This is an optimization exercise on Yosys and OpenROAD, whose aim is small area, a short achievable clock period and few clock cycles per item, not a production implementation.
Where RTL was checked, it was by simulation tests only, not by an equivalence proof against the original.

## v36
==> module loop_compact, before the edit <==
module loop_compact(
    input           clk,
    input           rst_n,
    input           input_valid_i,
    input [63:0]    input_block_index_i,
    input [63:0]    din,
    output          input_ready_o,
    output          output_valid_o,
    output [255:0]  dout
    );
    localparam [255:0] SM3_IV    = 256'h7380166f4914b2b9172442d7da8a0600a96f30bc163138aae38dee4db0fb0e4e;
    localparam [31:0]  SM3_T0    = 32'h79cc4519;
    localparam [31:0]  SM3_T1_16 = 32'h9d8a7a87;    
    function [31:0] rotl;
        input [31:0] x;
        input integer n;
        begin
            rotl = (x << n) | (x >> (32 - n));
        end
    endfunction
    function [31:0] p0;
        input [31:0] x;
        begin
            p0 = x ^ rotl(x, 9) ^ rotl(x, 17);
        end
    endfunction
    function [31:0] p1;
        input [31:0] x;
        begin
            p1 = x ^ rotl(x, 15) ^ rotl(x, 23);
        end
    endfunction
    function [31:0] add;
        input [31:0] x;
        input [31:0] y;
        reg   [31:0] g, p, gn, pn;
        integer d, k;
        begin
            g = x & y;
            p = x ^ y;
            for (d = 1; d < 32; d = d * 2) begin
                gn = g;
                pn = p;
                for (k = 0; k < 32; k = k + 1) begin
                    if ((k / d) % 2 == 1) begin
                        gn[k] = g[k] | (p[k] & g[(k/d)*d-1]);
                        pn[k] = p[k] & p[(k/d)*d-1];
                    end
                end
                g = gn;
                p = pn;
            end
            add = (x ^ y) ^ {g[30:0], 1'b0};
        end
    endfunction
    function [31:0] csa_s;
        input [31:0] x;
        input [31:0] y;
        input [31:0] z;
        begin
            csa_s = x ^ y ^ z;
        end
    endfunction
    function [31:0] csa_c;
        input [31:0] x;
        input [31:0] y;
        input [31:0] z;
        begin
            csa_c = {(x[30:0] & y[30:0]) | (x[30:0] & z[30:0]) | (y[30:0] & z[30:0]), 1'b0};
        end
    endfunction
    function [31:0] add3;
        input [31:0] x;
        input [31:0] y;
        input [31:0] z;
        begin
            add3 = add(csa_s(x, y, z), csa_c(x, y, z));
        end
    endfunction
    function [31:0] add4;
        input [31:0] x;
        input [31:0] y;
        input [31:0] u;
        input [31:0] z;
        begin
            add4 = add3(csa_s(x, y, u), csa_c(x, y, u), z);
        end
    endfunction
    reg        run;       
    reg  [5:0] cnt;       
    reg        fin;       
    reg        ovalid;
    reg        idx0;      
    reg        ffsel;     
    wire accept = input_valid_i & input_ready_o;
    wire last   = (cnt == 6'd33);
    assign input_ready_o  = ~run | last;
    assign output_valid_o = ovalid;
    always @(posedge clk or negedge rst_n) begin
        if (~rst_n) begin
            run    <= 1'b0;
            cnt    <= 6'd0;
            fin    <= 1'b0;
            ovalid <= 1'b0;
        end else begin
            fin    <= run & last;
            ovalid <= fin;
            if (accept) begin
                run <= 1'b1;
                cnt <= 6'd0;
            end else begin
                if (last) run <= 1'b0;
                cnt <= cnt + 6'd1;
            end
        end
    end
    reg  [31:0] nw [0:15];
    wire [31:0] w16 = p1((~nw[0]) ^ (~nw[7]) ^ rotl((~nw[13]), 15)) ^ rotl((~nw[3]), 7) ^ (~nw[10]);
    wire [31:0] w17 = p1((~nw[1]) ^ (~nw[8]) ^ rotl((~nw[14]), 15)) ^ rotl((~nw[4]), 7) ^ (~nw[11]);
    wire        use_exp = run & (cnt >= 6'd7) & (cnt <= 6'd32);
    wire [31:0] in_hi = use_exp ? w16 : din[63:32];
    wire [31:0] in_lo = use_exp ? w17 : din[31:0];
    integer i;
    always @(posedge clk) begin
        for (i = 0; i < 14; i = i + 1) nw[i] <= nw[i+2];
        nw[14] <= ~in_hi;
        nw[15] <= ~in_lo;
    end
    reg  [31:0] nA, nB, nC, nD, nE, nF, nG, nH;    
    wire [31:0] A = ~nA, B = ~nB, C = ~nC, D = ~nD, E = ~nE, F = ~nF, G = ~nG, H = ~nH;
    reg  [31:0] V0, V1, V2, V3, V4, V5, V6, V7;
    reg  [31:0] T;        
    wire init = (cnt == 6'd1);    
    wire [255:0] start = idx0 ? SM3_IV : {V0, V1, V2, V3, V4, V5, V6, V7};
    wire [31:0] a12   = rotl(A, 12);
    wire [31:0] ss1a  = rotl(add3(E, T, a12), 7);
    wire [31:0] ss2a  = ss1a ^ a12;
    wire [31:0] ffa   = ffsel ? (A ^ B ^ C) : ((A & B) | (A & C) | (B & C));
    wire [31:0] gga   = ffsel ? (E ^ F ^ G) : ((E & F) | (~E & G));
    wire [31:0] tt1a  = add4(ffa, D, (~nw[10]) ^ (~nw[14]), ss2a);
    wire [31:0] tt2a  = add4(gga, H, (~nw[10]), ss1a);
    wire [31:0] A1 = tt1a, B1 = A, C1 = rotl(B, 9), D1 = C;
    wire [31:0] E1 = p0(tt2a), F1 = E, G1 = rotl(F, 19), H1 = G;
    wire [31:0] b12   = rotl(A1, 12);
    wire [31:0] ss1b  = rotl(add3(rotl(T, 1), b12, E1), 7);
    wire [31:0] ss2b  = ss1b ^ b12;
    wire [31:0] ffb   = ffsel ? (A1 ^ B1 ^ C1) : ((A1 & B1) | (A1 & C1) | (B1 & C1));
    wire [31:0] ggb   = ffsel ? (E1 ^ F1 ^ G1) : ((E1 & F1) | (~E1 & G1));
    wire [31:0] tt1b  = add4(D1, (~nw[11]) ^ (~nw[15]), ffb, ss2b);
    wire [31:0] tt2b  = add4(H1, (~nw[11]), ggb, ss1b);
    always @(posedge clk) begin
        if (accept) idx0 <= (input_block_index_i == 64'd0);
        if (init) begin
            {nA, nB, nC, nD, nE, nF, nG, nH} <= ~start;
            T     <= SM3_T0;
            ffsel <= 1'b1;
        end else begin
            nA <= ~tt1b;
            nB <= ~A1;
            nC <= ~rotl(B1, 9);
            nD <= ~C1;
            nE <= ~p0(tt2b);
            nF <= ~E1;
            nG <= ~rotl(F1, 19);
            nH <= ~G1;
            if (cnt == 6'd9) begin
                T     <= SM3_T1_16;
                ffsel <= 1'b0;
            end else begin
                T     <= rotl(T, 2);
            end
        end
        if (fin)
            {V0, V1, V2, V3, V4, V5, V6, V7} <= {V0 ^ A, V1 ^ B, V2 ^ C, V3 ^ D, V4 ^ E, V5 ^ F, V6 ^ G, V7 ^ H};
        else if (init & run & idx0)
            {V0, V1, V2, V3, V4, V5, V6, V7} <= SM3_IV;
    end
    assign dout = {V0, V1, V2, V3, V4, V5, V6, V7};
endmodule
==> flow/config.mk <==
export PLATFORM = sky130hd
export DESIGN_NAME = loop_compact
export DESIGN_NICKNAME = loop_compact
export VERILOG_FILES = /design/flow/design.v
export SDC_FILE = /design/flow/constraint.sdc
export NUM_CORES = 4
export LEC_CHECK = 0
export ABC_AREA = 1
export CAP_MARGIN = 20
export CORE_MARGIN = 2
export CORE_UTILIZATION = 30
export SETUP_SLACK_MARGIN = 5
export SLEW_MARGIN = 20
==> flow/constraint.sdc <==
create_clock -name core_clock -period 16.0 [get_ports {clk}]
set_input_delay 3.2000 -clock core_clock [delete_from_list [all_inputs] [get_ports {clk}]]
set_output_delay 3.2000 -clock core_clock [all_outputs]
set_load 0.01 [all_outputs]
standard.sh (not shown) runs the stock make flow with config.mk's settings and CLKGATE_MAP_FILE= SYNTH_SCRIPT=/design/flow/synth_recipe.tcl, a recipe that flattens the netlist after the stock synthesis.
==> flow/flow/run.sh <==
#!/bin/bash
# Layout: the standard flow (standard.sh, with its synthesis unchanged and
# the settings of config.mk), with two changes to how the layout is made:
#  - the port buffers are buf_1 cells instead of the delay buffers that
#    buffer_ports picks by default (every port still gets its own buffer);
#  - clock tree synthesis clusters up to 20 sinks within 100 um per leaf
#    buffer and inserts no dummy loads.
# The make output goes to standard_flow.log; ORFS keeps each step's full log
# under orfs/logs/.
set -euo pipefail
bash standard.sh \
  "BUFFER_PORTS_ARGS=-buffer_cell sky130_fd_sc_hd__buf_1" \
  "CTS_ARGS=-sink_clustering_enable -repair_clock_nets -sink_clustering_size 20 -sink_clustering_max_diameter 100 -dont_use_dummy_load" \
  finish > standard_flow.log 2>&1
Testbench counts of v36, summed over its fixed seeds: cycles 13,080, items 384.
The inputs of v7 differ from those of v36 as listed below.
--- a/flow/design.v
+++ b/flow/design.v
@@ -92,6 +92,11 @@
     reg        ovalid;
     reg        idx0;      
     reg        ffsel;     
+    reg        fs_gga;    
+    reg        nfs_ffb;   
+    reg        nfs_ggb;   
+    wire       fs_ffb = ~nfs_ffb;
+    wire       fs_ggb = ~nfs_ggb;
     wire accept = input_valid_i & input_ready_o;
     wire last   = (cnt == 6'd33);
     assign input_ready_o  = ~run | last;
@@ -136,7 +141,7 @@
     wire [31:0] ss1a  = rotl(add3(E, T, a12), 7);
     wire [31:0] ss2a  = ss1a ^ a12;
     wire [31:0] ffa   = ffsel ? (A ^ B ^ C) : ((A & B) | (A & C) | (B & C));
-    wire [31:0] gga   = ffsel ? (E ^ F ^ G) : ((E & F) | (~E & G));
+    wire [31:0] gga   = fs_gga ? (E ^ F ^ G) : ((E & F) | (~E & G));
     wire [31:0] tt1a  = add4(ffa, D, (~nw[10]) ^ (~nw[14]), ss2a);
     wire [31:0] tt2a  = add4(gga, H, (~nw[10]), ss1a);
     wire [31:0] A1 = tt1a, B1 = A, C1 = rotl(B, 9), D1 = C;
@@ -144,16 +149,19 @@
     wire [31:0] b12   = rotl(A1, 12);
     wire [31:0] ss1b  = rotl(add3(rotl(T, 1), b12, E1), 7);
     wire [31:0] ss2b  = ss1b ^ b12;
-    wire [31:0] ffb   = ffsel ? (A1 ^ B1 ^ C1) : ((A1 & B1) | (A1 & C1) | (B1 & C1));
-    wire [31:0] ggb   = ffsel ? (E1 ^ F1 ^ G1) : ((E1 & F1) | (~E1 & G1));
+    wire [31:0] ffb   = fs_ffb ? (A1 ^ B1 ^ C1) : ((A1 & B1) | (A1 & C1) | (B1 & C1));
+    wire [31:0] ggb   = fs_ggb ? (E1 ^ F1 ^ G1) : ((E1 & F1) | (~E1 & G1));
     wire [31:0] tt1b  = add4(D1, (~nw[11]) ^ (~nw[15]), ffb, ss2b);
     wire [31:0] tt2b  = add4(H1, (~nw[11]), ggb, ss1b);
     always @(posedge clk) begin
         if (accept) idx0 <= (input_block_index_i == 64'd0);
+        fs_gga  <=   (cnt >= 6'd1) & (cnt <= 6'd8);
+        nfs_ffb <= ~((cnt >= 6'd1) & (cnt <= 6'd8));
         if (init) begin
             {nA, nB, nC, nD, nE, nF, nG, nH} <= ~start;
             T     <= SM3_T0;
-            ffsel <= 1'b1;
+            ffsel   <= 1'b1;
+            nfs_ggb <= 1'b0;
         end else begin
             nA <= ~tt1b;
             nB <= ~A1;
@@ -165,7 +173,8 @@
             nH <= ~G1;
             if (cnt == 6'd9) begin
                 T     <= SM3_T1_16;
-                ffsel <= 1'b0;
+                ffsel   <= 1'b0;
+                nfs_ggb <= 1'b1;
             end else begin
                 T     <= rotl(T, 2);
             end
Results
Status: clock network contribution to total cell area parity (v7, v36). nE[13]$_DFF_P_ as the critical path startpoint was reported by v7, and ffsel$_SDFFE_PP1P_ by v36. Of v36 and v7, the run reporting the higher area occupied by registers was v7. Status: number of flip-flops and latches parity (v7, v36). Count of multi-input combinational gates (v7 over v36): decrease, 96. Delta (v7 minus v36): global-route usage went down by 0.52 points; design area went up by about 2%; flip-flop and latch share of the layout cell area went down by 0.62 points; routed wire length went down by 810 µm. The critical-path cell with the highest stage delay comes out sky130_fd_sc_hd__fa_2 in one run and sky130_fd_sc_hd__dfxtp_4 in the other, namely in v7 and v36 respectively. Higher number of inserted diodes goes to v36 over v7. Via count of the first global-routing pass delta for v7 relative to v36: 429 higher. From v36 to v7 the numbers moved as follows: setup slack higher; average size of a mapped cell higher; via count of the routed design higher. The core of v7 is more densely filled than that of v36.
For v7, only the layout was checked, not whether the RTL still works.

[port drivers added, routing unchanged]
How much do the figures lean on ideal ports? The routed layouts below were timed once more, with nothing changed but the port constraints. Step 1 sets driving cells, clkbuf_16 on the clock port and buf_2 on the other inputs (assumed; they add their load-dependent delay and slew). Step 2 adds t to the input delays and takes it off the output delays; t is the mean of the earliest and latest rising clock arrival at the registers after step 1. Input paths then give back, and output paths get back, about the clock's delay inside the block. Three values: no drivers, after step 1, after step 2; two values: the first two.
| run | t (ns) | slack for setup (ns) | slew at the worst register clock pin (ns) | worst slew at a driven data input, ns | cell pins on the clock port's net |
|---|---|---|---|---|---|
| v36 | 0.765 | 4.472 / 4.472 / 4.472 | 0.10 / 0.10 | 0.09 | 1 |
| v7 | 0.746 | 4.735 / 4.735 / 4.735 | 0.10 / 0.10 | 0.08 | 1 |
After both steps setup and hold are still met in every run listed.
